What follows belongs to an exercise in optimizing a design on an open flow for small area and a short achievable clock period; a production flow would make more cautious choices. Function was not checked in any run shown here: the RTL went through the layout flow alone.

## flow/design.v (module list and top-level ports; edited modules follow where they fit)
// module convolution: 2324 lines
// module fa: 4 lines
module convolution (
    input clk,
    input rst,
    input signed [15:0] x_in,
    output signed [31:0] y_out,
    output signed [31:0] y_out_t
);
  // ...
==> flow/run.sh <==
#!/bin/bash
# synth_recipe.tcl (not shown) runs the flow's synth.tcl, then flattens the netlist and writes it again
# the make line also repeats each setting of config.mk as NAME=value (left out here)
make -C /OpenROAD-flow-scripts/flow DESIGN_CONFIG=/design/flow/config.mk WORK_HOME=/design/flow/orfs CLKGATE_MAP_FILE= SYNTH_SCRIPT=/design/flow/synth_recipe.tcl finish
==> flow/config.mk <==
export PLATFORM = sky130hd
export DESIGN_NAME = convolution
export DESIGN_NICKNAME = convolution
export VERILOG_FILES = /design/flow/design.v
export SDC_FILE = /design/flow/constraint.sdc
export NUM_CORES = 4
export LEC_CHECK = 0
export CAP_MARGIN = 20
export CORE_MARGIN = 2
export CORE_UTILIZATION = 40
export SLEW_MARGIN = 20
export SYNTH_HIERARCHICAL = 1
==> flow/constraint.sdc <==
create_clock -name core_clock -period 15.0 [get_ports {clk}]
set_input_delay 3.0000 -clock core_clock [delete_from_list [all_inputs] [get_ports {clk}]]
set_output_delay 3.0000 -clock core_clock [all_outputs]
set_load 0.01 [all_outputs]
==> impl_metrics.toml, run 1 <==
[floorplanning]
core-area_sq_um = 107100
dieHeight_um = 332.3
taps = 1403

[synth]
yosysWarnings = 7
synth_compound_area_share_pct = 1.561
synthAdderAreaFrac_pct = 46.79
synth_top_area_share_pct = 47.06
ys_seq_area_share_pct = 47.06

[placement]
dp.cells = 3856
place_hpwl_um = 87360

[sta]
fin_hold_ws_ps = 343.2
drv_slew = 0
hold_viol_final = 0

[cts]
clock_path_buffers = 3
clock_sinks = 811
cts-buffers-inserted = 84

[route]
dr_wl_met2_um = 54700
post_drt_wl_per_cell_um = 26.33
wl_met1_um = 44100
maxUsedRoutingLayer = "met4"

[run]
max_cap_viol_count = 0

[worst_setup_path]
crit_path_top_delay_cell = "dfrtp_1"
r2r_slack_ps = 9820

[outcome]
outcome = "no timing/DRC/antenna violations"

[cells_and_area]
seq_cells = 811
==> inputs of run 2 (changes only) <==
==> flow/flow/run.sh (new file) <==
#!/bin/bash
# Standard ORFS layout, with repair_timing asked to keep a larger setup margin
# than the clock period needs, so that it works on the paths that set the
# achieved period.  Constraints (constraint.sdc) are unchanged.
set -euo pipefail
export SETUP_SLACK_MARGIN=10.5
bash standard.sh finish > standard_finish.log 2>&1
==> flow/standard.sh (new file) <==
#!/bin/bash
# synth_recipe.tcl (not shown) runs the flow's synth.tcl, then flattens the netlist and writes it again
# the make line also repeats each setting of config.mk as NAME=value (left out here)
make -C /OpenROAD-flow-scripts/flow DESIGN_CONFIG=/design/flow/config.mk WORK_HOME=/design/flow/orfs CLKGATE_MAP_FILE= SYNTH_SCRIPT=/design/flow/synth_recipe.tcl "${@:-finish}"
removed: flow/run.sh
==> impl_metrics.toml, run 2 <==
[floorplanning]
die_w_um = 332.3
rows = 120
ios = 82
fp.dieArea_sq_um = 110500
start_util_pct = 40.28
dieHeight_um = 332.3
core-area_sq_um = 107100

[synth]
syn-cell-area_sq_um = 43120
syn_nets = 3463
synthAdderAreaFrac_pct = 46.79
synth-edff-count = 0
synth_compound_area_share_pct = 1.561
synth_top_family_by_area = "adder cells"
synthXorXnorAreaFrac_pct = 0.6702
synth_cells = 2392
synthMostInstantiatedCell = "fa_1"
syn_avg_cell_area_sq_um = 18.03
synthMuxAreaShare_pct = 0.04642
synth_top_area_share_pct = 47.06
yosysWarnings = 7
synth_area_leaders = "dfrtp_1 47%, fa_1 43%, ha_1 3.5%"
synth_top_area_cell = "dfrtp_1"
synthArstFlopShare_pct = 100.0
synth-simple-area-share_pct = 1.364
ys_seq_area_share_pct = 47.06
yosysUniqueCellTypes = 50
synth_ff_type = "dfrtp_1"
ys_seq_elements = 811
synth_common_cells = "933 x fa_1, 811 x dfrtp_1, 240 x inv_1"

[worst_setup_path]
r2r_start = "s0[15]"
reg2reg_depth = 9
arrival_ps = 5250
worstSetupPathType = "reg -> reg"
crit_path_cell_trace = "fa_2 -> fa_1 -> fa_1 -> ha_4 -> fa_1 -> fa_1 -> fa_1 -> fa_1 -> fa_2"
worstSetupStartpoint = "s0[15]"
cpPeakStageDelay_ps = 550
setup.worst_path.end = "uc[18]"
critPathLaunchType = "register"
path_max_fanout = 4
crit_top_cell = "fa_1"
r2r_slack_ps = 10330
crit_path_top_delay_cell = "fa_1"
worstSetupEndpointType = "register"
timing.rr.end = "uc[18]"
worstPathRequired_ps = 15580

[global_routing]
grt.busiest_layer = "met2"
grt_start_max_net_pins = 101
track_usage_pct = 21.11
grt_use_met2_pct = 34.58
met1_usage_pct = 28.36
first_global_vias = 24300
overflow = 0
grt_pass1_wl_um = 165700
grt_use_met3_pct = 4.134
grt_antenna_before_repair = 2

[cts]
clock_path_buffers = 3
cts-buffers-inserted = 85
path_clk_slew_ps = 60
ctsRootBufferMaster = "clkbuf_16"
clock_sinks = 811
htree_levels = 3
clock_latency_ps = 650
cts_tree = "done"

[sta]
max_slew.worst_pin.slew_ps = 888.0
setup_tns_ps = 0
setup_ws_ps = 10330
drv_slew = 0
setup_viol = 0
hold_viol_final = 0
clock_skew_ps = 21.62
max-slew-margin-rel_pct = 40.80
finalCritPeriodShare_pct = 31.10
post-route-min-period_ps = 4665
clock.fmax_ghz = 0.2144
rsz0062_at_grt = "true"

[route]
drtIter0Drc = 1209
post_drt_wl_per_cell_um = 26.57
drc = 0
num_vias = 19990
drt-total-wl_um = 110000
dr.pass1.iters = 6
vias_per_cell = 4.829
drtAntennaViolNets = 0

[cells_and_area]
layout.nets = 3743
final_area_sq_um = 50980
final_cell_mix = "731 x fa_1, 718 x dfrtp_1, 227 x inv_1, 202 x fa_2, 110 x buf_4"
mostFrequentLayoutCell = "fa_1"
num_antenna_cells = 0
area_growth_pct = 18.22
fill_cells = 8926
drive_gt1_share_pct = 24.89
final_core_util_pct = 47.62

[placement]
gp_congestion = 0.8982
io_buffers = 81
preCtsSetupSlack_ps = 9040
placed_area_sq_um = 45620
place_hpwl_um = 86790

[min_path]
min_path_type = "reg -> reg"

[run]
max_cap_viol_count = 0

[outcome]
outcome = "no timing/DRC/antenna violations"
-- run 2: cell counts after synthesis --
Identical to the previous run, type by type.
-- run 2: cell type report --
class	instances	area (sq um)	area share, %
multi-input combinational	1311	22860	44.85
tap	1403	1755	3.443
timing repair buffer	222	2152	4.221
clock inverter	21	281.5	0.5522
timing repair inverter	1	5.005	0.009817
clock buffer	130	2567	5.036
inverter	240	923.4	1.811
sequential	811	20430	40.08
-- run 2: cell families after synthesis --
family	Yosys count
DFF	811
muxes	2
xor gates and xnor gates	33
and+or+nand+nor	121
buffers and inverters	270
AOI/OAI and AO/OA	102
adders and majority gates	1053
-- run 2: worst min path at each step --
stage,from,endpoint,slack [ps],depth (start not counted)
after floorplan,s14[0],s15[0],330,0
after global placement,s14[6],s15[6],330,0
after detailed placement,s20[14],s21[14],330,0
after CTS,s31[0],s32[0],340,0
after global routing,s22[3],s23[3],350,0
final,s31[9],s32[9],340,0
-- run 2: routing by layer --
metal	vias to the layer above	wire length, um
met2	523	55550
li1	7929	-
met3	206	5369
met1	11330	44650
met5	-	0
met4	0	4409
-- run 2: critical path: cells and delay by family (launching register included) --
| family | cells | cell delay, ps |
|---|---|---|
| flops | 1 | 530 |
| fa+ha+maj | 9 | 4080 |
-- run 2: stage by stage --
| stage | hold WS [ps] | instances |
|---|---|---|
| finish | 336.5 | 4139 |
| global route | 352.4 | 4139 |
| CTS | 341.5 | 4102 |
| detailed placement | 334.7 | 3854 |
| global placement | 331.4 | 3854 |
| floorplan | 331.2 | 2392 |
-- run 2: modules after synthesis, one instance, submodules excluded --
module | cell area [sq um] | cells inside
convolution | 24470 | 1460
fa | 20.02 | 1
-- run 2: repair_timing --
action / 4_1_cts / 5_1_grt
buffers inserted: 92 / 37
pin swaps: 80 / 90
cloned: 5 / 0
gates resized for setup: 417 / 163
hold buffers: 0 / 0
endpoints found under the setup margin: 676 / 340
==> inputs of run 3 (changes only) <==
==> flow/flow/run.sh (replaced) <==
#!/bin/bash
# Standard ORFS layout, with repair_timing asked to keep a larger setup margin
# than the clock period needs, so that it works on the paths that set the
# achieved period.  Constraints (constraint.sdc) are unchanged.
set -euo pipefail
export SETUP_SLACK_MARGIN=11.0
bash standard.sh finish > standard_finish.log 2>&1
==> impl_metrics.toml, run 3 <==
[outcome]
outcome = "no timing/DRC/antenna violations"

[sta]
max-slew-margin-rel_pct = 54.27
clock_skew_ps = 34.38
setup_tns_ps = 0
rsz0062_at_grt = "true"
drv_slew = 0
post-route-min-period_ps = 4690
max_slew.worst_pin.slew_ps = 686.0
clock.fmax_ghz = 0.2132
hold_viol_final = 0
setup_viol = 0
finalCritPeriodShare_pct = 31.27

[worst_setup_path]
cpPeakStageDelay_ps = 590
worstSetupPathType = "reg -> reg"
arrival_ps = 5270
worstSetupEndpointType = "register"
crit_path_top_delay_cell = "fa_1"
worstPathRequired_ps = 15580
crit_path_cell_trace = "buf_4 -> fa_1 -> fa_2 -> fa_1 -> ha_4 -> fa_2 -> fa_2 -> fa_1 -> fa_1 -> fa_2"
path_delay_family = "adder cells"
path_max_fanout = 4
critPathLaunchType = "register"
path_buf_inv = 1

[cells_and_area]
num_antenna_cells = 0
mostFrequentLayoutCell = "dfrtp_1"
final_cell_mix = "702 x dfrtp_1, 613 x fa_1, 320 x fa_2, 213 x inv_1, 131 x buf_4"
area_growth_pct = 21.85
layout.nets = 3812
drive_gt1_share_pct = 35.37

[route]
vias_per_cell = 4.838
num_vias = 20380
drtAntennaViolNets = 0
post_drt_wl_per_cell_um = 26.74
drt-total-wl_um = 112600
drc = 0
dr.pass1.iters = 5
drtIter0Drc = 1311

[synth]
synth_common_cells = "933 x fa_1, 811 x dfrtp_1, 240 x inv_1"
synth_cells = 2392
synth-edff-count = 0
synth_top_area_cell = "dfrtp_1"
synth_top_area_share_pct = 47.06
synth_ff_type = "dfrtp_1"
synth_compound_area_share_pct = 1.561
synth_top_family_by_area = "adder cells"
synthAdderAreaFrac_pct = 46.79
syn_avg_cell_area_sq_um = 18.03
synth-simple-area-share_pct = 1.364
synthArstFlopShare_pct = 100.0
synthXorXnorAreaFrac_pct = 0.6702
syn-cell-area_sq_um = 43120
synth_area_leaders = "dfrtp_1 47%, fa_1 43%, ha_1 3.5%"
ys_seq_elements = 811
ys_seq_area_share_pct = 47.06
yosysUniqueCellTypes = 50
yosysWarnings = 7
synthMuxAreaShare_pct = 0.04642
syn_nets = 3463
synthMostInstantiatedCell = "fa_1"

[placement]
io_buffers = 81
gp_congestion = 0.8999
place_hpwl_um = 87370

[floorplanning]
ios = 82
dieHeight_um = 332.3
rows = 120
start_util_pct = 40.28
core-area_sq_um = 107100
die_w_um = 332.3
fp.dieArea_sq_um = 110500

[run]
max_cap_viol_count = 0

[cts]
clock_latency_ps = 670
clock_path_buffers = 3
ctsRootBufferMaster = "clkbuf_16"
cts-buffers-inserted = 85
htree_levels = 3
clock_sinks = 811
path_clk_slew_ps = 60
cts_hold_buf = 0
cts_tree = "done"

[min_path]
min_path_type = "reg -> reg"

[global_routing]
grt_antenna_before_repair = 0
track_usage_pct = 21.59
grt_start_max_net_pins = 96
overflow = 0
first_global_vias = 24990
grt_pass1_wl_um = 171100
[run 3: cell types whose count changed in the layout (fill, tap and decap cells not counted), sizes merged]
cell / before / now
bufinv: 5 / 11
clkinvlp: 11 / 7
inv: 238 / 237
dlygate4sd2: 47 / 8
clkdlybuf4s50: 17 / 1
clkinv: 8 / 21
buf: 157 / 266
clkbuf: 130 / 132
clkdlybuf4s15: 0 / 4
[run 3: final cells by class]
class | count | area [sq um]
clock buffers | 121 | 2525
fillers | 8737 | 54510
multi-input cells | 1311 | 23420
repair inverters | 1 | 5.005
repair buffers | 291 | 2909
well taps | 1403 | 1755
clock inverters | 35 | 530.5
inverters | 240 | 927.1
flip-flops and latches | 811 | 20470
[run 3: path summary, 6_finish.rpt]
kind,from,end,slack [ps],cells past startpoint
min in group asynchronous,rst,y[9],2890,2
worst min register to register,s31[12],s32[12],330,0
worst max register to register,s0[15],uc[18],10310,10
max in group asynchronous,rst,s9[4],11080,6
worst max-delay path,s0[15],uc[18],10310,10
worst min-delay path,s31[12],s32[12],330,0
[run 3: timing repair]
action,in CTS,in global routing
gates resized for setup,824,218
buffers inserted,145,43
pin swaps,146,135
setup endpoints to repair,929,665
cloned,6,6
[run 3: cell families (layout without fill, tap and decap cells)]
family,after synthesis,count (layout)
xor+xnor,33,33
buf+inv,270,688
simple gates,121,121
flops,811,811
fa+ha+maj,1053,1053
mux,2,2
compound gates,102,102
[run 3: modules after synthesis, one instance, submodules excluded]
module	cell area [sq um]	times used	flops+latches	cells
convolution	24470	1	811	1460
fa	20.02	932	0	1
[run 3: worst register-to-register path, cell delays in order, from the launching register on]
cell and delay, ps:
dfrtp_4 530, buf_4 170, fa_1 520, fa_2 460
fa_1 590, ha_4 230, fa_2 360, fa_2 360
fa_1 490, fa_1 390, fa_2 530
[run 3: per-layer routing]
metal | track usage, % | routed length (um) | vias to the layer above
met5 | 0 | 0 | -
met4 | 7.998 | 4962 | 0
met3 | 2.740 | 4324 | 199
met2 | 35.49 | 56930 | 476
met1 | 29.75 | 46420 | 11630
li1 | - | - | 8073
[run 3: stage by stage]
stage / area [sq um] / hold WS [ps] / worst slack, ps / instances / util (%)
2_1_floorplan: 43150 / 331.2 / 865.4 / 2392 / -
3_3_place_gp: 45640 / 331.3 / 9149 / 3857 / 42.63
3_5_place_dp: 45640 / 334.7 / 9071 / 3857 / 42.63
4_1_cts: 51400 / 341.0 / 10280 / 4164 / 48.01
5_1_grt: 52550 / 347.7 / 10220 / 4213 / 49.08
6_report: 52550 / 332.4 / 10310 / 4213 / 49.08
==> inputs of run 4 (changes only) <==
==> flow/flow/run.sh (replaced) <==
#!/bin/bash
# Standard ORFS layout, with repair_timing asked to keep a larger setup margin
# than the clock period needs, so that it works on the paths that set the
# achieved period.  Constraints (constraint.sdc) are unchanged.
set -euo pipefail
export SETUP_SLACK_MARGIN=11.5
bash standard.sh finish > standard_finish.log 2>&1
==> impl_metrics.toml, run 4 <==
[placement]
preCtsSetupSlack_ps = 9071
gp_congestion = 0.8999
dp.cells = 3857
place_hpwl_um = 87370
io_buffers = 81

[synth]
synth_area_leaders = "dfrtp_1 47%, fa_1 43%, ha_1 3.5%"
synthArstFlopShare_pct = 100.0
syn_avg_cell_area_sq_um = 18.03
synth_common_cells = "933 x fa_1, 811 x dfrtp_1, 240 x inv_1"
syn_nets = 3463
synth_top_area_share_pct = 47.06
ys_seq_area_share_pct = 47.06
synth_cells = 2392
ys_seq_elements = 811
synth_ff_type = "dfrtp_1"
synth_top_area_cell = "dfrtp_1"
yosysWarnings = 7
yosysUniqueCellTypes = 50
synth-edff-count = 0
synthMostInstantiatedCell = "fa_1"
syn-cell-area_sq_um = 43120

[cells_and_area]
final_cells = 4251
num_antenna_cells = 0
final_cell_mix = "697 x dfrtp_1, 583 x fa_1, 350 x fa_2, 211 x inv_1, 149 x buf_4"
fill_cells = 8648
final_core_util_pct = 49.91
mostFrequentLayoutCell = "dfrtp_1"
area_growth_pct = 23.90
seq_area_sq_um = 20480
layout.nets = 3850
drive_gt1_share_pct = 39.12
multiInputGateArea_sq_um = 23740

[worst_setup_path]
worstSetupEndpointType = "register"
r2r_start = "s0[15]"
arrival_ps = 5280
worstSetupStartpoint = "s0[15]"
critPathLaunchType = "register"
crit_path_top_delay_cell = "fa_1"
path_delay_family = "adder cells"
cpPeakStageDelay_ps = 590
r2r_slack_ps = 10310
worstSetupPathType = "reg -> reg"
path_buf_inv = 1
worstPathRequired_ps = 15590
path_max_fanout = 4
crit_path_cell_trace = "buf_4 -> fa_1 -> fa_2 -> fa_1 -> ha_4 -> fa_2 -> fa_2 -> fa_1 -> fa_1 -> fa_2"

[sta]
clock_skew_ps = 32.98
drv_slew = 0
finalCritPeriodShare_pct = 31.26
clock.fmax_ghz = 0.2133
max-slew-margin-rel_pct = 59.27
max_slew.worst_pin.slew_ps = 602.5
hold_viol_final = 0
post-route-min-period_ps = 4689
rsz0062_at_grt = "true"
setup_viol = 0
setup_ws_ps = 10310
fin_hold_ws_ps = 327.1
setup_tns_ps = 0

[floorplanning]
start_util_pct = 40.28
core-area_sq_um = 107100
dieHeight_um = 332.3
rows = 120
ios = 82
die_w_um = 332.3
fp.dieArea_sq_um = 110500

[route]
drtIter0Drc = 1228
post_drt_wl_per_cell_um = 26.95
vias_per_cell = 4.832
drt-total-wl_um = 114600
dr.pass1.iters = 5
drtAntennaViolNets = 0
num_vias = 20540
drc = 0

[cts]
cts_tree = "done"
htree_levels = 3
ctsRootBufferMaster = "clkbuf_16"
clock_sinks = 811
cts-buffers-inserted = 85
path_clk_slew_ps = 70
clock_latency_ps = 670
clock_path_buffers = 3

[global_routing]
grt_start_max_net_pins = 87
overflow = 0
first_global_vias = 25090
track_usage_pct = 21.98
grt_antenna_before_repair = 0
grt_pass1_wl_um = 172700

[min_path]
hp-start = "s31[12]"
min_path_type = "reg -> reg"

[outcome]
outcome = "no timing/DRC/antenna violations"

[run]
max_cap_viol_count = 0
==> run 4: through the flow <==
stage,area [sq um]
after global placement,45640
after global routing,53430
after CTS,52090
after detailed placement,45640
after floorplan,43150
final,53430
==> run 4: worst register-to-register path: cells and delay by family, from the launching register on <==
family | cells | cell delay, ps
fa+ha+maj | 9 | 3940
buf+inv | 1 | 160
flops | 1 | 530
==> run 4: logic make-up after synthesis <==
family	share of synthesized area, %
adders and majority gates	46.79
DFF	47.06
buffers and inverters	2.504
and+or+nand+nor	1.364
AOI/OAI and AO/OA	1.561
xor gates and xnor gates	0.6702
muxes	0.04642
==> run 4: Yosys stat by module, one instance, submodules excluded <==
module       times used  area (sq um)  flip-flops and latches
fa                  932         20.02                       0
convolution           1         24470                     811
==> run 4: repair_timing <==
action,CTS,global route
endpoints found under the setup margin,993,620
resized for setup,958,239
hold buffers,0,0
buffers inserted,158,62
pin swaps,181,160
gates cloned,16,2
==> run 4: cell type report <==
class | count | share of cell area (%)
clock inverters | 35 | 0.9929
repair inverters | 1 | 0.009367
flip-flops and latches | 811 | 38.32
well taps | 1403 | 3.285
clock buffers | 121 | 4.726
inverters | 240 | 1.742
multi-input cells | 1311 | 44.42
repair buffers | 329 | 6.496
==> run 4: final timing paths <==
check	end	cells past startpoint
setup / recovery	uc[18]	10
hold reg to reg	s32[12]	0
hold / removal	s32[12]	0
min in group asynchronous	y[9]	2
setup reg to reg	uc[18]	10
max in group asynchronous	vs[7]	5
==> run 4: metal layers <==
metal | share of wire [%] | GRT usage [%]
met5 | 0 | 0
met3 | 4.8 | 4.262
met1 | 40 | 29.31
met2 | 51 | 35.77
met4 | 4.1 | 8.868

==> re-timing with driven ports <==
The flow's constraints put no driver on any port. The routed layouts listed below were extracted and timed again, unchanged, in two steps. Step 1 (the two cells are an assumption about what drives the block):
set clk [get_ports {clk}]
set_driving_cell -lib_cell sky130_fd_sc_hd__clkbuf_16 $clk
set_driving_cell -lib_cell sky130_fd_sc_hd__buf_2 [delete_from_list [all_inputs] $clk]
Step 2, shift: input delay + t, output delay - t, t = (earliest + latest rising clock arrival at the registers) / 2. This alone moves slack from input paths to output paths. a / b / c = ideal ports / drivers / drivers and shift; a / b = the first two.
| run | shift t [ns] | setup slack, ns | hold slack, ns | worst setup path after step 2 |
|---|---|---|---|---|
| run 1 | 0.717 | 9.820 / 9.820 / 9.209 | 0.343 / 0.343 / 0.343 | input, reset recovery |
| run 2 | 0.705 | 10.335 / 10.335 / 10.013 | 0.336 / 0.336 / 0.336 | input, reset recovery |
| run 3 | 0.720 | 10.310 / 10.303 / 10.310 | 0.332 / 0.332 / 0.332 | register to register |
| run 4 | 0.718 | 10.311 / 10.293 / 10.311 | 0.327 / 0.327 / 0.327 | register to register |
After both steps setup and hold are still met in every run listed. The setup slack of run 1, which loses most, moves by 0.000 ns with the drivers and by -0.611 ns with both steps. The worst setup slack also covers recovery checks on asynchronous resets.
